Source: an optimization exercise on an open RTL-to-GDS flow (aim: small area). Production flows keep margins and buffers that such runs may drop.
The RTL was checked by simulation tests, not by an equivalence proof against the original design.

[design/flow/run.sh]
#!/bin/bash
# synth_recipe.tcl (not shown) runs the flow's synth.tcl, then flattens the netlist and writes it again
# the make line also repeats each setting of config.mk as NAME=value (left out here)
make -C /OpenROAD-flow-scripts/flow DESIGN_CONFIG=/design/flow/config.mk WORK_HOME=/design/flow/orfs CLKGATE_MAP_FILE= SYNTH_SCRIPT=/design/flow/synth_recipe.tcl finish
[design/flow/config.mk]
export PLATFORM = sky130hd
export DESIGN_NAME = top
export DESIGN_NICKNAME = top
export VERILOG_FILES = /design/flow/design.v
export SDC_FILE = /design/flow/constraint.sdc
export NUM_CORES = 4
export LEC_CHECK = 0
export CAP_MARGIN = 20
export CORE_MARGIN = 2
export CORE_UTILIZATION = 40
export SLEW_MARGIN = 20
[design/flow/constraint.sdc]
create_clock -name core_clock -period 36.0 [get_ports {clk}]
set_input_delay 7.2000 -clock core_clock [delete_from_list [all_inputs] [get_ports {clk}]]
set_output_delay 7.2000 -clock core_clock [all_outputs]
set_load 0.01 [all_outputs]
[design/flow/design.v]
module mux( in0, in1, select, out );
input select;
input [7:0] in0, in1;
output reg [7:0] out;
always @(*)
	out = (select)?in1:in0;
endmodule
module min_of_3(in_a, in_b, in_c, out);
input [7:0] in_a, in_b, in_c;
output reg [7:0] out;
always @(*)
begin
	if(in_a > in_b)
		begin
			if(in_b > in_c)
				out = in_c;
			else
				out = in_b;
		end
	else
		begin
			if(in_a > in_c)
				out = in_c;
			else
				out = in_a;
		end
end
endmodule
module min_of_3_20b(in_a, in_b, in_c, out);
input [19:0] in_a, in_b, in_c;
output reg [19:0] out;
always @(*)
begin
	if(in_a > in_b)
		begin
			if(in_a > in_c)
				out = in_a;
			else
				out = in_c;
		end
	else
		begin
			if(in_b > in_c)
				out = in_b;
			else
				out = in_c;
		end
end
endmodule
module p(d,clk,q);
input [7:0]d;
input clk;
output reg [7:0]q;
always @(posedge clk)
	q <= d;
endmodule
module p_en(d,clk,en,q);
input [7:0]d;
input clk, en;
output reg [7:0]q;
always @(posedge clk)
	if (en)
		q <= d;
endmodule
module lut(number,inverse);
 input [7:0] number;
 output reg [11:0] inverse;
always @(*)
begin
case(number)
8'b00000001 : inverse = 12'b111111111111;
8'b00000010 : inverse = 12'b100000000000;
8'b00000011 : inverse = 12'b010101010101;
8'b00000100 : inverse = 12'b010000000000;
8'b00000101 : inverse = 12'b001100110011;
8'b00000110 : inverse = 12'b001010101010;
8'b00000111 : inverse = 12'b001001001001;
8'b00001000 : inverse = 12'b001000000000;
8'b00001001 : inverse = 12'b000111000111;
8'b00001010 : inverse = 12'b000110011001;
8'b00001011 : inverse = 12'b000101110100;
8'b00001100 : inverse = 12'b000101010101;
8'b00001101 : inverse = 12'b000100111011;
8'b00001110 : inverse = 12'b000100100100;
8'b00001111 : inverse = 12'b000100010001;
8'b00010000 : inverse = 12'b000100000000;
8'b00010001 : inverse = 12'b000011110000;
8'b00010010 : inverse = 12'b000011100011;
8'b00010011 : inverse = 12'b000011010111;
8'b00010100 : inverse = 12'b000011001100;
8'b00010101 : inverse = 12'b000011000011;
8'b00010110 : inverse = 12'b000010111010;
8'b00010111 : inverse = 12'b000010110010;
8'b00011000 : inverse = 12'b000010101010;
8'b00011001 : inverse = 12'b000010100011;
8'b00011010 : inverse = 12'b000010011101;
8'b00011011 : inverse = 12'b000010010111;
8'b00011100 : inverse = 12'b000010010010;
8'b00011101 : inverse = 12'b000010001101;
8'b00011110 : inverse = 12'b000010001000;
8'b00011111 : inverse = 12'b000010000100;
8'b00100000 : inverse = 12'b000010000000;
8'b00100001 : inverse = 12'b000001111100;
8'b00100010 : inverse = 12'b000001111000;
8'b00100011 : inverse = 12'b000001110101;
8'b00100100 : inverse = 12'b000001110001;
8'b00100101 : inverse = 12'b000001101110;
8'b00100110 : inverse = 12'b000001101011;
8'b00100111 : inverse = 12'b000001101001;
8'b00101000 : inverse = 12'b000001100110;
8'b00101001 : inverse = 12'b000001100011;
8'b00101010 : inverse = 12'b000001100001;
8'b00101011 : inverse = 12'b000001011111;
8'b00101100 : inverse = 12'b000001011101;
8'b00101101 : inverse = 12'b000001011011;
8'b00101110 : inverse = 12'b000001011001;
8'b00101111 : inverse = 12'b000001010111;
8'b00110000 : inverse = 12'b000001010101;
8'b00110001 : inverse = 12'b000001010011;
8'b00110010 : inverse = 12'b000001010001;
8'b00110011 : inverse = 12'b000001010000;
8'b00110100 : inverse = 12'b000001001110;
8'b00110101 : inverse = 12'b000001001101;
8'b00110110 : inverse = 12'b000001001011;
8'b00110111 : inverse = 12'b000001001010;
8'b00111000 : inverse = 12'b000001001001;
8'b00111001 : inverse = 12'b000001000111;
8'b00111010 : inverse = 12'b000001000110;
8'b00111011 : inverse = 12'b000001000101;
8'b00111100 : inverse = 12'b000001000100;
8'b00111101 : inverse = 12'b000001000011;
8'b00111110 : inverse = 12'b000001000010;
8'b00111111 : inverse = 12'b000001000001;
8'b01000000 : inverse = 12'b000001000000;
8'b01000001 : inverse = 12'b000000111111;
8'b01000010 : inverse = 12'b000000111110;
8'b01000011 : inverse = 12'b000000111101;
8'b01000100 : inverse = 12'b000000111100;
8'b01000101 : inverse = 12'b000000111011;
8'b01000110 : inverse = 12'b000000111010;
8'b01000111 : inverse = 12'b000000111001;
8'b01001000 : inverse = 12'b000000111000;
8'b01001001 : inverse = 12'b000000111000;
8'b01001010 : inverse = 12'b000000110111;
8'b01001011 : inverse = 12'b000000110110;
8'b01001100 : inverse = 12'b000000110101;
8'b01001101 : inverse = 12'b000000110101;
8'b01001110 : inverse = 12'b000000110100;
8'b01001111 : inverse = 12'b000000110011;
8'b01010000 : inverse = 12'b000000110011;
8'b01010001 : inverse = 12'b000000110010;
8'b01010010 : inverse = 12'b000000110001;
8'b01010011 : inverse = 12'b000000110001;
8'b01010100 : inverse = 12'b000000110000;
8'b01010101 : inverse = 12'b000000110000;
8'b01010110 : inverse = 12'b000000101111;
8'b01010111 : inverse = 12'b000000101111;
8'b01011000 : inverse = 12'b000000101110;
8'b01011001 : inverse = 12'b000000101110;
8'b01011010 : inverse = 12'b000000101101;
8'b01011011 : inverse = 12'b000000101101;
8'b01011100 : inverse = 12'b000000101100;
8'b01011101 : inverse = 12'b000000101100;
8'b01011110 : inverse = 12'b000000101011;
8'b01011111 : inverse = 12'b000000101011;
8'b01100000 : inverse = 12'b000000101010;
8'b01100001 : inverse = 12'b000000101010;
8'b01100010 : inverse = 12'b000000101001;
8'b01100011 : inverse = 12'b000000101001;
8'b01100100 : inverse = 12'b000000101000;
8'b01100101 : inverse = 12'b000000101000;
8'b01100110 : inverse = 12'b000000101000;
8'b01100111 : inverse = 12'b000000100111;
8'b01101000 : inverse = 12'b000000100111;
8'b01101001 : inverse = 12'b000000100111;
8'b01101010 : inverse = 12'b000000100110;
8'b01101011 : inverse = 12'b000000100110;
8'b01101100 : inverse = 12'b000000100101;
8'b01101101 : inverse = 12'b000000100101;
8'b01101110 : inverse = 12'b000000100101;
8'b01101111 : inverse = 12'b000000100100;
8'b01110000 : inverse = 12'b000000100100;
8'b01110001 : inverse = 12'b000000100100;
8'b01110010 : inverse = 12'b000000100011;
8'b01110011 : inverse = 12'b000000100011;
8'b01110100 : inverse = 12'b000000100011;
8'b01110101 : inverse = 12'b000000100011;
8'b01110110 : inverse = 12'b000000100010;
8'b01110111 : inverse = 12'b000000100010;
8'b01111000 : inverse = 12'b000000100010;
8'b01111001 : inverse = 12'b000000100001;
8'b01111010 : inverse = 12'b000000100001;
8'b01111011 : inverse = 12'b000000100001;
8'b01111100 : inverse = 12'b000000100001;
8'b01111101 : inverse = 12'b000000100000;
8'b01111110 : inverse = 12'b000000100000;
8'b01111111 : inverse = 12'b000000100000;
8'b10000000 : inverse = 12'b000000100000;
8'b10000001 : inverse = 12'b000000011111;
8'b10000010 : inverse = 12'b000000011111;
8'b10000011 : inverse = 12'b000000011111;
8'b10000100 : inverse = 12'b000000011111;
8'b10000101 : inverse = 12'b000000011110;
8'b10000110 : inverse = 12'b000000011110;
8'b10000111 : inverse = 12'b000000011110;
8'b10001000 : inverse = 12'b000000011110;
8'b10001001 : inverse = 12'b000000011101;
8'b10001010 : inverse = 12'b000000011101;
8'b10001011 : inverse = 12'b000000011101;
8'b10001100 : inverse = 12'b000000011101;
8'b10001101 : inverse = 12'b000000011101;
8'b10001110 : inverse = 12'b000000011100;
8'b10001111 : inverse = 12'b000000011100;
8'b10010000 : inverse = 12'b000000011100;
8'b10010001 : inverse = 12'b000000011100;
8'b10010010 : inverse = 12'b000000011100;
8'b10010011 : inverse = 12'b000000011011;
8'b10010100 : inverse = 12'b000000011011;
8'b10010101 : inverse = 12'b000000011011;
8'b10010110 : inverse = 12'b000000011011;
8'b10010111 : inverse = 12'b000000011011;
8'b10011000 : inverse = 12'b000000011010;
8'b10011001 : inverse = 12'b000000011010;
8'b10011010 : inverse = 12'b000000011010;
8'b10011011 : inverse = 12'b000000011010;
8'b10011100 : inverse = 12'b000000011010;
8'b10011101 : inverse = 12'b000000011010;
8'b10011110 : inverse = 12'b000000011001;
8'b10011111 : inverse = 12'b000000011001;
8'b10100000 : inverse = 12'b000000011001;
8'b10100001 : inverse = 12'b000000011001;
8'b10100010 : inverse = 12'b000000011001;
8'b10100011 : inverse = 12'b000000011001;
8'b10100100 : inverse = 12'b000000011000;
8'b10100101 : inverse = 12'b000000011000;
8'b10100110 : inverse = 12'b000000011000;
8'b10100111 : inverse = 12'b000000011000;
8'b10101000 : inverse = 12'b000000011000;
8'b10101001 : inverse = 12'b000000011000;
8'b10101010 : inverse = 12'b000000011000;
8'b10101011 : inverse = 12'b000000010111;
8'b10101100 : inverse = 12'b000000010111;
8'b10101101 : inverse = 12'b000000010111;
8'b10101110 : inverse = 12'b000000010111;
8'b10101111 : inverse = 12'b000000010111;
8'b10110000 : inverse = 12'b000000010111;
8'b10110001 : inverse = 12'b000000010111;
8'b10110010 : inverse = 12'b000000010111;
8'b10110011 : inverse = 12'b000000010110;
8'b10110100 : inverse = 12'b000000010110;
8'b10110101 : inverse = 12'b000000010110;
8'b10110110 : inverse = 12'b000000010110;
8'b10110111 : inverse = 12'b000000010110;
8'b10111000 : inverse = 12'b000000010110;
8'b10111001 : inverse = 12'b000000010110;
8'b10111010 : inverse = 12'b000000010110;
8'b10111011 : inverse = 12'b000000010101;
8'b10111100 : inverse = 12'b000000010101;
8'b10111101 : inverse = 12'b000000010101;
8'b10111110 : inverse = 12'b000000010101;
8'b10111111 : inverse = 12'b000000010101;
8'b11000000 : inverse = 12'b000000010101;
8'b11000001 : inverse = 12'b000000010101;
8'b11000010 : inverse = 12'b000000010101;
8'b11000011 : inverse = 12'b000000010101;
8'b11000100 : inverse = 12'b000000010100;
8'b11000101 : inverse = 12'b000000010100;
8'b11000110 : inverse = 12'b000000010100;
8'b11000111 : inverse = 12'b000000010100;
8'b11001000 : inverse = 12'b000000010100;
8'b11001001 : inverse = 12'b000000010100;
8'b11001010 : inverse = 12'b000000010100;
8'b11001011 : inverse = 12'b000000010100;
8'b11001100 : inverse = 12'b000000010100;
8'b11001101 : inverse = 12'b000000010011;
8'b11001110 : inverse = 12'b000000010011;
8'b11001111 : inverse = 12'b000000010011;
8'b11010000 : inverse = 12'b000000010011;
8'b11010001 : inverse = 12'b000000010011;
8'b11010010 : inverse = 12'b000000010011;
8'b11010011 : inverse = 12'b000000010011;
8'b11010100 : inverse = 12'b000000010011;
8'b11010101 : inverse = 12'b000000010011;
8'b11010110 : inverse = 12'b000000010011;
8'b11010111 : inverse = 12'b000000010011;
8'b11011000 : inverse = 12'b000000010010;
8'b11011001 : inverse = 12'b000000010010;
8'b11011010 : inverse = 12'b000000010010;
8'b11011011 : inverse = 12'b000000010010;
8'b11011100 : inverse = 12'b000000010010;
8'b11011101 : inverse = 12'b000000010010;
8'b11011110 : inverse = 12'b000000010010;
8'b11011111 : inverse = 12'b000000010010;
8'b11100000 : inverse = 12'b000000010010;
8'b11100001 : inverse = 12'b000000010010;
8'b11100010 : inverse = 12'b000000010010;
8'b11100011 : inverse = 12'b000000010010;
8'b11100100 : inverse = 12'b000000010001;
8'b11100101 : inverse = 12'b000000010001;
8'b11100110 : inverse = 12'b000000010001;
8'b11100111 : inverse = 12'b000000010001;
8'b11101000 : inverse = 12'b000000010001;
8'b11101001 : inverse = 12'b000000010001;
8'b11101010 : inverse = 12'b000000010001;
8'b11101011 : inverse = 12'b000000010001;
8'b11101100 : inverse = 12'b000000010001;
8'b11101101 : inverse = 12'b000000010001;
8'b11101110 : inverse = 12'b000000010001;
8'b11101111 : inverse = 12'b000000010001;
8'b11110000 : inverse = 12'b000000010001;
8'b11110001 : inverse = 12'b000000010000;
8'b11110010 : inverse = 12'b000000010000;
8'b11110011 : inverse = 12'b000000010000;
8'b11110100 : inverse = 12'b000000010000;
8'b11110101 : inverse = 12'b000000010000;
8'b11110110 : inverse = 12'b000000010000;
8'b11110111 : inverse = 12'b000000010000;
8'b11111000 : inverse = 12'b000000010000;
8'b11111001 : inverse = 12'b000000010000;
8'b11111010 : inverse = 12'b000000010000;
8'b11111011 : inverse = 12'b000000010000;
8'b11111100 : inverse = 12'b000000010000;
8'b11111101 : inverse = 12'b000000010000;
8'b11111110 : inverse = 12'b000000010000;
default : inverse = 12'b1111_1111_1111;
endcase 
end
endmodule
module ED(en, a, b, c, d, e, f, g, h, i, out);
input [7:0] a,b,c,d,e,f,g,h,i;
input en;
output reg out;
reg [7:0] edge_1, edge_2, edge_3, edge_4;
always @(*)
	begin
			edge_1 = (a>i)?(a-i):(i-a);
			edge_2 = (b>h)?(b-h):(h-b);
			edge_3 = (c>g)?(c-g):(g-c);
			edge_4 = (d>f)?(d-f):(f-d);
			out = ( (edge_1 > 'd50) || (edge_2 > 'd50) || (edge_3 > 'd50) || (edge_4 > 'd50) );
	end
endmodule
module alpha_calculation(dark_diff,denom,alpha);
input [7:0] dark_diff, denom;
output reg [6:0] alpha;
reg [15:0] temp;
integer i;
always @(*)
	begin
		temp = dark_diff<<1;
		for(i=6;i>=1;i=i-1)
			begin
				alpha[i] = temp>=denom;
				temp = (temp>=denom)?((temp-denom)<<1):(temp<<1);	
			end 
		alpha[0] = temp>denom;
	end
endmodule
module three_channel_edge_detection(en,a,b,c,d,e,f,g,h,i,out);
input [23:0] a,b,c,d,e,f,g,h,i;
input en;
output reg out;
wire  EDr_o,EDg_o,EDb_o;
ED EDr(en, a[23:16],b[23:16],c[23:16],d[23:16],e[23:16],f[23:16],g[23:16],h[23:16],i[23:16],EDr_o);
ED EDg(en, a[15:8],b[15:8],c[15:8],d[15:8],e[15:8],f[15:8],g[15:8],h[15:8],i[15:8],EDg_o);
ED EDb(en, a[7:0],b[7:0],c[7:0],d[7:0],e[7:0],f[7:0],g[7:0],h[7:0],i[7:0],EDb_o);
always @(*) begin
if (en == 0 )
	out = EDr_o || EDg_o || EDb_o;
else
	out = 1'b0;
end
endmodule
module modified_dark_channel(ED_in, a, b, c, d, e, f, g, h, i, out,mr,mg,mb,min_all);  
input [23:0] a,b,c,d,e,f,g,h,i;
input ED_in;
output [7:0]out;  
wire [7:0] mr_1, mr_2, mr_3, mg_1, mg_2, mg_3,mb_1, mb_2, mb_3;
wire [7:0] dc_r, dc_g, dc_b;
output [7:0] mr, mg, mb, min_all;
		min_of_3 min_r_1(a[7:0],b[7:0],c[7:0],mr_1);
		min_of_3 min_r_2(d[7:0],e[7:0],f[7:0],mr_2);
		min_of_3 min_r_3(g[7:0],h[7:0],i[7:0],mr_3);
		min_of_3 min_r(mr_1, mr_2, mr_3, mr);
		min_of_3 min_g_1(a[15:8],b[15:8],c[15:8],mg_1);
		min_of_3 min_g_2(d[15:8],e[15:8],f[15:8],mg_2);
		min_of_3 min_g_3(g[15:8],h[15:8],i[15:8],mg_3);
		min_of_3 min_g(mg_1, mg_2, mg_3, mg);
		min_of_3 min_b_1(a[23:16],b[23:16],c[23:16],mb_1);
		min_of_3 min_b_2(d[23:16],e[23:16],f[23:16],mb_2);
		min_of_3 min_b_3(g[23:16],h[23:16],i[23:16],mb_3);
		min_of_3 min_b(mb_1, mb_2, mb_3, mb);
		min_of_3 min_all1(mr,mg,mb,min_all);
	mux mux_r(mr, e[7:0], ED_in, dc_r);
	mux mux_g(mg, e[15:8], ED_in, dc_g);
	mux mux_b(mb, e[23:16], ED_in, dc_b);
	min_of_3 dark_channel_op(dc_r,dc_g, dc_b, out);
endmodule
module transmission_calculation(en, I_dark, Ar_local, Ag_local, Ab_local,clk, tx_inv,w);  
input [7:0] Ar_local, Ag_local, Ab_local, I_dark;
input clk, en;
output reg [11:0] tx_inv;
wire [7:0]Ar_localo, Ag_localo, Ab_localo, wr, wg, wb,wro,wgo,wbo;
wire [19:0] min_r_in, min_g_in, min_b_in,shift_w;
input [4:0] w;
wire [11:0] wro_inv, wgo_inv, wbo_inv;
wire [7:0]shiftedwxI_dark;
wire [12:0] I_darkxw;
assign I_darkxw = (I_dark*w)>>5;
assign shiftedwxI_dark = I_darkxw[7:0];
assign wr = Ar_local - shiftedwxI_dark;
assign wg = Ag_local - shiftedwxI_dark;
assign wb = Ab_local - shiftedwxI_dark;
p p1(wr,clk,wro);
p p2(Ar_local,clk,Ar_localo);
p p3(wg,clk,wgo);
p_en p4(Ag_local,clk,en,Ag_localo);
p p5(wb,clk,wbo);
p_en p6(Ab_local,clk,en,Ab_localo);
lut lut1(wro,wro_inv);
lut lut2(wgo,wgo_inv);
lut lut3(wbo,wbo_inv);
assign min_r_in = wro_inv*Ar_localo;
assign min_g_in = wgo_inv*Ag_localo;
assign min_b_in = wbo_inv*Ab_localo;
min_of_3_20b min(min_r_in, min_g_in, min_b_in, shift_w);
always @(*)
begin
	if (en == 1)
	tx_inv = shift_w>>9;  
	else 
	tx_inv = min_r_in>>9;
end
endmodule
module local_atmospheric_light_calculation_alternate(Ar_global, Ag_global, Ab_global, I_dark, clk, clk_en, Ar_local,Ag_local, Ab_local);
input [7:0] Ar_global, Ag_global, Ab_global, I_dark;
input clk, clk_en;
output reg [7:0] Ar_local, Ag_local, Ab_local;
wire [7:0] Ar_go, Ag_go, Ab_go, Ar_dark, Ag_dark, Ab_dark, Ar_darko, Ag_darko, Ab_darko, Ar_go_o, Ag_go_o, Ab_go_o, w_min, w_mino;
wire [7:0] dark_diff, Th_dark;
wire [6:0] al;
wire [7:0] one_minus_al, Ar_alpha_o, Ag_alpha_o, Ab_alpha_o;
wire [15:0] Ar_alpha_s1, Ag_alpha_s1, Ab_alpha_s1;
wire [11:0] alt_varr, alt_varg, alt_varb;
min_of_3 min_rgb(Ar_global, Ag_global, Ab_global, w_min);
p_en p1(w_min,clk,clk_en,w_mino);
p_en p2(Ar_global, clk,clk_en, Ar_go);
p_en p3(Ag_global, clk,clk_en, Ag_go);
p_en p4(Ab_global, clk,clk_en, Ab_go);
assign  alt_varr = Ar_go*4'b1111;
assign  alt_varg = Ag_go*4'b1111;
assign  alt_varb = Ab_go*4'b1111;
assign Ar_dark = alt_varr [11:4];
assign Ag_dark = alt_varg [11:4];
assign Ab_dark = alt_varb [11:4];
p_en p5(Ar_dark, clk,clk_en, Ar_darko);
p_en p6(Ar_go, clk,clk_en, Ar_go_o);
p_en p7(Ag_dark, clk,clk_en, Ag_darko);
p_en p8(Ag_go, clk,clk_en, Ag_go_o);
p_en p9(Ab_dark, clk,clk_en, Ab_darko);
p_en p10(Ab_go, clk,clk_en, Ab_go_o);
assign Th_dark = w_mino>>1;
assign dark_diff = I_dark - Th_dark;
alpha_calculation alc1(dark_diff,Th_dark,al);
assign one_minus_al = 8'd128 - al;
assign Ar_alpha_s1 = ((Ar_go_o*al) + (one_minus_al*Ar_darko));
assign Ag_alpha_s1 = ((Ag_go_o*al) + (one_minus_al*Ag_darko));
assign Ab_alpha_s1 = ((Ab_go_o*al) + (one_minus_al*Ab_darko));
assign Ar_alpha_o = Ar_alpha_s1>>7;
assign Ag_alpha_o = Ag_alpha_s1>>7;
assign Ab_alpha_o = Ab_alpha_s1>>7;
always @(*)
	begin
		if(I_dark > 2'd2*Th_dark)
			begin
				Ar_local = Ar_go_o;
				Ag_local = Ag_go_o;
				Ab_local = Ab_go_o;
			end
		else if (2'd2*Th_dark > I_dark && I_dark >= Th_dark)
			begin
				Ar_local = Ar_alpha_o;	
				Ag_local = Ag_alpha_o;	
				Ab_local = Ab_alpha_o;	
			end
		else
			begin
				Ar_local = Ar_darko;
				Ag_local = Ag_darko;
				Ab_local = Ab_darko;
			end
	end
endmodule
module global_atmospheric_light_calculation(clk, rst, min_all, rmin, gmin, bmin, Ar_global, Ag_global, Ab_global);
input clk, rst;
input [7:0] min_all, rmin, gmin, bmin;
output reg [7:0] Ar_global, Ag_global, Ab_global;
reg [7:0] maxt, Ar_held, Ag_held, Ab_held;
always @(*)
	begin
		if(maxt > min_all)
			begin
				Ar_global = Ar_held;
				Ag_global = Ag_held;
				Ab_global = Ab_held;
			end
		else
			begin
				Ar_global = rmin;
				Ag_global = gmin;
				Ab_global = bmin;
			end 
	end
always @(posedge clk)
	begin
		if (rst)
			maxt <= 8'd0;
		else if (!(maxt > min_all))
			maxt <= min_all;
		Ar_held <= Ar_global;
		Ag_held <= Ag_global;
		Ab_held <= Ab_global;
	end
endmodule
module register_bank (load, w, clk, R_window, G_window, B_window);  
input  [215:0] w;
input load,clk;
output reg [71:0] R_window, G_window, B_window;
always @(posedge clk)
	begin
		if(load)
		begin
			R_window <= {w[215:208],w[191:184],w[167:160],w[143:136],w[119:112],w[95:88],w[71:64],w[47:40],w[23:16]};  
			G_window <= {w[207:200],w[183:176],w[159:152],w[135:128],w[111:104],w[87:80],w[63:56],w[39:32],w[15:8]};  
			B_window <= {w[199:192],w[175:168],w[151:144],w[127:120],w[103:96],w[79:72],w[55:48],w[31:24],w[7:0]};   
		end
		else 
		begin
			R_window <= R_window;
			G_window <= G_window;
			B_window <= B_window;
		end
	end
endmodule
module p_9bit(d,clk,q);
input [7:0]d;
input clk;
output reg [7:0]q;
always @(posedge clk)
	q <= d;
endmodule
module restoration(en, t_inv, clk, er, eg, eb, Ar_local, Ag_local, Ab_local, O_R, O_G, O_B);
input [11:0] t_inv;
input [7:0] er, eg, eb, Ar_local, Ag_local, Ab_local;
wire [7:0] Ag,Ab;
input clk, en;
output reg [7:0] O_R, O_G, O_B;
wire [7:0] wsrp, wsgp, wsbp, wsrop, wsgop, wsbop;
assign wsrp = Ar_local - er;
assign wsgp = Ag - eg;
assign wsbp = Ab - eb;
p_9bit p1(wsrp,clk,wsrop);
p_9bit p2(wsgp,clk,wsgop);
p_9bit p3(wsbp,clk,wsbop);
assign Ag = en?Ar_local:Ag_local;
assign Ab = en?Ar_local:Ab_local;
always @(*)
begin
  O_R = Ar_local - ((wsrop*t_inv)>>3);
  O_G = Ag - ((wsgop*t_inv)>>3);
  O_B = Ab - ((wsbop*t_inv)>>3);
end
endmodule
module Transmission_Map_Estimation (en,a,b,c,d,e,f,g,h,i,Ar_local, Ag_local, Ab_local,clk, tx_inv, mr, mg, mb, I_dark, min_all,w,w1);
input [23:0] a,b,c,d,e,f,g,h,i;
input clk, en;
input [4:0] w;
input [7:0] Ar_local, Ag_local, Ab_local;
output [7:0] mr, mg, mb, min_all, I_dark;  
output [11:0] tx_inv; 
output w1;
wire [7:0] I_dark_w, I_dark_tc;
wire en_inv, w2;
wire [7:0] Ag_local_en, Ab_local_en;
three_channel_edge_detection tced(en, a, b, c, d, e, f, g, h, i, w1);
and edge_output_control(w2, en_inv, w1);
modified_dark_channel mdc(w2,a,b,c,d,e,f,g,h,i,I_dark_w,mr,mg,mb,min_all);
p p_I_dark(I_dark_w,clk,I_dark);
p p_I_dark_to_tc(I_dark,clk,I_dark_tc);
assign Ag_local_en = en?Ar_local:Ag_local;
assign Ab_local_en = en?Ar_local:Ab_local;
assign en_inv = ~en;
transmission_calculation tc(en_inv,I_dark_tc, Ar_local, Ag_local_en, Ab_local_en,clk, tx_inv, w);
endmodule
module Dynamic_Atmosphere_Light_Estimation (en, rst, min_all, rmin, gmin, bmin,Ar_global_in, Ag_global_in, Ab_global_in,I_dark, clk, Ar_global_o, Ag_global_o, Ab_global_o,Ar_local_o, Ag_local_o, Ab_local_o);
input [7:0] Ar_global_in, Ag_global_in, Ab_global_in, I_dark, min_all, rmin, gmin, bmin;
input clk, en, rst;
output [7:0] Ar_local_o, Ag_local_o, Ab_local_o, Ar_global_o, Ag_global_o, Ab_global_o;
wire [7:0] min_all_o, rmin_o, gmin_o, bmin_o;
wire [7:0] Ar_global, Ag_global, Ab_global, Ar_local_tomux;
wire en_inv;
assign en_inv = ~en;
local_atmospheric_light_calculation_alternate lalc(Ar_global_in, Ag_global_in, Ab_global_in, I_dark, clk, en_inv, Ar_local_tomux, Ag_local_o, Ab_local_o);
assign Ar_local_o = en?Ar_global_in:Ar_local_tomux;
p p_DALE_to_GALC_1(min_all,clk,min_all_o);
p p_DALE_to_GALC_2(rmin,clk,rmin_o);
p p_DALE_to_GALC_3(gmin,clk,gmin_o);
p p_DALE_to_GALC_4(bmin,clk,bmin_o);
global_atmospheric_light_calculation galc(clk, rst, min_all_o, rmin_o, gmin_o, bmin_o, Ar_global, Ag_global, Ab_global);
p p_DALE_from_GALC_1(Ar_global,clk,Ar_global_o);
p_en p_DALE_from_GALC_2(Ag_global,clk,en_inv,Ag_global_o);
p_en p_DALE_from_GALC_3(Ab_global,clk,en_inv,Ab_global_o);
endmodule
module p_24_bit(d,clk,q);
input [23:0]d;
input clk;
output reg [23:0]q;
always @(posedge clk)
	q <= d;
endmodule
module p_72bit(in,clk,out);
input [71:0]in;
input clk;
output reg [71:0]out;
always @(posedge clk)
	out <= in;
endmodule
module top(mode, clk, rst, load, RGB_window, w, Ar_global_prev, Ag_global_prev, Ab_global_prev, Ar_global, Ag_global, Ab_global, O_R, O_G, O_B,tx_invxhundred, ed_bit);  
input clk, rst, load, mode;  
input [215:0] RGB_window;
input [7:0] Ar_global_prev, Ag_global_prev, Ab_global_prev;
input [4:0] w;
output [7:0] Ar_global, Ag_global, Ab_global, O_R, O_G, O_B;
output ed_bit;
wire [71:0] R_window, G_window, B_window, R_window_o, G_window_o, B_window_o;
wire [23:0] a,b,c,d,e,f,g,h,i,e3,e4,e5,e6;
wire [11:0] tx_inv; 
wire [7:0] mr, mg, mb, min_all, I_dark; 
wire [7:0] Ar_local, Ag_local, Ab_local;
output wire [11:0] tx_invxhundred;
assign tx_invxhundred = tx_inv;
register_bank  register_bank1(load,RGB_window, clk,R_window, G_window, B_window);
p_72bit p1_top_rwindow(R_window, clk, R_window_o);
p_72bit p2_top_gwindow(G_window, clk, G_window_o);
p_72bit p3_top_bwindow(B_window, clk, B_window_o);
Transmission_Map_Estimation tme (mode ,a,b,c,d,e,f,g,h,i,Ar_local,Ag_local,Ab_local,clk,tx_inv, mr,mg,mb,I_dark,min_all,w,ed_bit); 
Dynamic_Atmosphere_Light_Estimation dale(mode, rst, min_all,mr,mg,mb,Ar_global_prev, Ag_global_prev, Ab_global_prev, I_dark, clk, Ar_global, Ag_global, Ab_global, Ar_local, Ag_local, Ab_local);
restoration Scene_Recovery(mode ,tx_invxhundred, clk,e6[23:16], e6[15:8], e6[7:0], Ar_local, Ag_local, Ab_local, O_R, O_G, O_B);
assign a = {R_window_o[71:64], G_window_o[71:64], B_window_o[71:64]};
assign b = {R_window_o[63:56], G_window_o[63:56], B_window_o[63:56]};
assign c = {R_window_o[55:48], G_window_o[55:48], B_window_o[55:48]};
assign d = {R_window_o[47:40], G_window_o[47:40], B_window_o[47:40]};
assign e = {R_window_o[39:32], G_window_o[39:32], B_window_o[39:32]}; 
assign f = {R_window_o[31:24], G_window_o[31:24], B_window_o[31:24]};
assign g = {R_window_o[23:16], G_window_o[23:16], B_window_o[23:16]};
assign h = {R_window_o[15:8], G_window_o[15:8], B_window_o[15:8]};
assign i = {R_window_o[7:0], G_window_o[7:0], B_window_o[7:0]};
p_24_bit e23(e,clk,e3);
p_24_bit e34(e3,clk,e4);
p_24_bit e45(e4,clk,e5);
p_24_bit e56(e5,clk,e6);
endmodule
==> key figures <==
Worst setup path
  • Startpoint types: flip-flop
  • Data required, critical path: 28.80 ns
  • Crit path DAT: 27.05 ns
  • Worst-path maximum fanout: 37
  • Crit end category: primary output
  • Max incr delay on CP: 0.64 ns
  • CP Depth: 108
  • Slowest cell on crit path: or4b_2
  • R2R cell count: 103
  • Worst Path Buf+Inv: 9
  • Critical path class: flip-flop to primary output
  • Top delay family on crit path: compound AO/OA/AOI/OAI gates

Timing
  • Setup TNS: 0 ns
  • Slew Viols, Final: 0
  • Unrepaired setup endpoints after global routing: false
  • Hold WS: 0.3207 ns
  • Tcrit/Tclk final: 95.15%
  • Finish-stage setup viols: 0
  • Worst Skew: 0.04643 ns
  • Final Hold Vio Count: 0
  • Slew margin rel.: 24.70%
  • Slew at the pin with the worst max-slew slack: 1.129 ns
  • Fmax: 29.19 MHz
  • Fin crit period: 34.25 ns

Synthesis
  • Most used DFF post-synth: dfxtp_1
  • Post-synth net total: 10360
  • Post-synth EDFFs: 335
  • Yosys reg bits: 787
  • Synthesized area: 0.07766 mm²
  • Mean post-synth cell area: 9.275 µm²
  • Sequential share of the synthesized area: 24.61%
  • Async set-reset flop share out of synthesis: 0%
  • Ys Warns: 17
  • Yosys cell types: 99
  • Syn Inst Count: 8373

Detailed routing
  • Post-route ant nets: 0
  • Wire per inst: 20.52 µm
  • DRC: 0
  • Pre-antenna DRT Iters: 8
  • DR vias: 61090
  • Avg Vias per Cell: 5.433
  • Initial DRC count: 4443
  • Final wirelength: 230700 µm

CTS
  • Clock Path Buffers: 3
  • CTS tree: built
  • Root Buffer: clkbuf_16
  • CTS Hold Bufs: 0
  • Clock sink count: 787
  • H-tree depth: 3
  • Reg clk slew, reported paths: 0.06 ns
  • Clk Latency, worst-skew pair: 0.75 ns
  • TritonCTS Buffers: 89

Global routing
  • Vias in the first global route: 63020
  • Largest net degree at the start of global routing: 88
  • Total grt overflow: 0
  • Total track usage: 23.35%
  • Initial antenna violation count: 7
  • First-pass GRT wire length: 362300 µm

Worst hold path
  • Hold/Removal Path Class: flip-flop to flip-flop
  • Min-Delay Path Depth: 0

Layout
  • Non-filler cells, final: 11240
  • Layout cells sized above 1: 4.466%
  • Commonest non-fill, non-tap cell in the layout: inv_1
  • Final Instance Area: 0.08705 mm²
  • Most frequent cells in the layout: inv_1 (1177), ha_1 (1123), nand2_1 (736)
  • Synth-to-layout area growth: 12.10%
  • # nets final: 10630

Placed design
  • Cells after DPL: 11060
  • Placed cell areas: 0.08386 mm²
  • Port-buffer cells: 308
  • Dpl hpwl: 183900 µm
  • GPL Wtd Cong: 0.9173

Die
  • Core Area: 0.1928 mm²
  • Die Wd: 444.6 µm
  • Ports: 310
  • Starting Density: 40.28%
  • Die Span Y: 444.6 µm
  • Placement Rows: 161
  • Die area: 0.1977 mm²

Status
  • Status: finished clean

Run
  • Max cap viols: 0
## final cells by class
type / instances / area [µm²]
diodes: 6 / 15.01
repair buffers: 417 / 3911
flip-flops and latches: 787 / 19110
clock inverters: 45 / 483.0
inverters: 1184 / 4457
clock buffers: 122 / 2526
fillers: 18410 / 105700
multi-input cells: 6156 / 53390
well taps: 2526 / 3161
## path summary, 6_finish.rpt
kind,endpoint,slack [ns],start
setup reg to reg,tme.tc.wgo_inv[0],9.12,dale.lalc.p1.q[2]
hold reg to reg,p3_top_bwindow.out[47],0.32,register_bank1.B_window[47]
setup / recovery,O_R[7],1.75,dale.lalc.p1.q[2]
hold / removal,p3_top_bwindow.out[47],0.32,register_bank1.B_window[47]
## flip-flops by register name (all words and copies together), names as in the netlist, 12 cells and up
register and count:
p1_top_rwindow.out 72, e34.q 24, tme.tc.wgo_inv 12, e23.q 24
register_bank1.R_window 72, tme.tc.wro_inv 12, register_bank1.B_window 72, p2_top_gwindow.out 72
register_bank1.G_window 72, p3_top_bwindow.out 72, e56.q 24, e45.q 24
tme.tc.wbo_inv 12
## Yosys cell counts, types with 82 or more instances
library cell	instances	share of area (%)
nand2b_1	82	0.66
inv_1	1180	5.7
fa_1	616	16
nor2b_1	149	1.2
nand2_1	737	3.6
dfxtp_1	452	12
o21ai_0	369	2.4
xnor2_1	229	2.6
o21a_1	93	0.90
xor2_1	84	0.95
clkbuf_1	199	0.96
and2_1	444	3.6
a21o_1	187	1.8
a21oi_1	451	2.9
nor3_1	87	0.56
nor2_1	374	1.8
edfxtp_1	335	13
ha_1	1125	18
mux2i_1	131	1.7
nand3_1	129	0.83
## kinds of logic (layout without fill, tap and decap cells)
logic type               after synthesis  count (layout)  share of synthesized area (%)
XOR/XNOR                             314             314                          3.566
buffers and inverters               1430            1768                          6.946
flip-flops                           787             787                          24.61
adder cells (fa/ha/maj)             1748            1748                          34.10
multiplexers                         180             180                          2.475
other                                  1               7                       0.004829
AND/OR/NAND/NOR                     2197            2197                          13.97
AO/OA/AOI/OAI                       1716            1716                          14.33
## stage by stage
| stage | setup slack [ns] | utilization [%] |
|---|---|---|
| floorplan | 4.842 | - |
| global placement | 2.055 | 43.49 |
| detailed placement | 1.413 | 43.50 |
| CTS | 0.4829 | 45.06 |
| global route | 0.02922 | 45.15 |
| finish | 1.747 | 45.15 |
## repair_timing
action / 4_1_cts / 5_1_grt
endpoints found under the setup margin: 0 / 10
gates resized for setup: 0 / 19
setup buffers: 0 / 10
endpoints found under the hold margin: 0 / 0
## layer usage
metal | GRT usage (%) | share of wire, % | vias up | wire length [µm]
li1 | - | - | 29010 | -
met1 | 29.55 | 42 | 29840 | 96900
met2 | 40.45 | 49 | 1839 | 111900
met3 | 2.740 | 5.0 | 404 | 11520
met4 | 9.346 | 4.5 | 0 | 10310
met5 | 0 | 0 | - | 0

-- port drivers added, routing unchanged --
How much do the figures lean on ideal ports? The routed layout below was timed once more, with nothing changed but the port constraints. Step 1 (the two cells are an assumption about what drives the block):
set clk [get_ports {clk}]
set_driving_cell -lib_cell sky130_fd_sc_hd__clkbuf_16 $clk
set_driving_cell -lib_cell sky130_fd_sc_hd__buf_2 [delete_from_list [all_inputs] $clk]
Step 2 times the ports against the registers' clock, not the clock port: input delays grow and output delays shrink by t, the midpoint of the rising clock arrivals with the driver on. Three values: ideal, step 1, step 2; two values: the first two.
shift t [ns]: 0.808
slack for setup (ns): 1.747 / 1.663 / 2.471
hold WS [ns]: 0.321 / 0.321 / 0.321
clock arrival spread, ns: 0.046 / 0.046
slew at the worst register clock pin (ns): 0.07 / 0.07
After both steps this run still meets setup and hold. For this run, drivers alone change the setup slack by -0.084 ns; drivers and shift together by +0.724 ns.
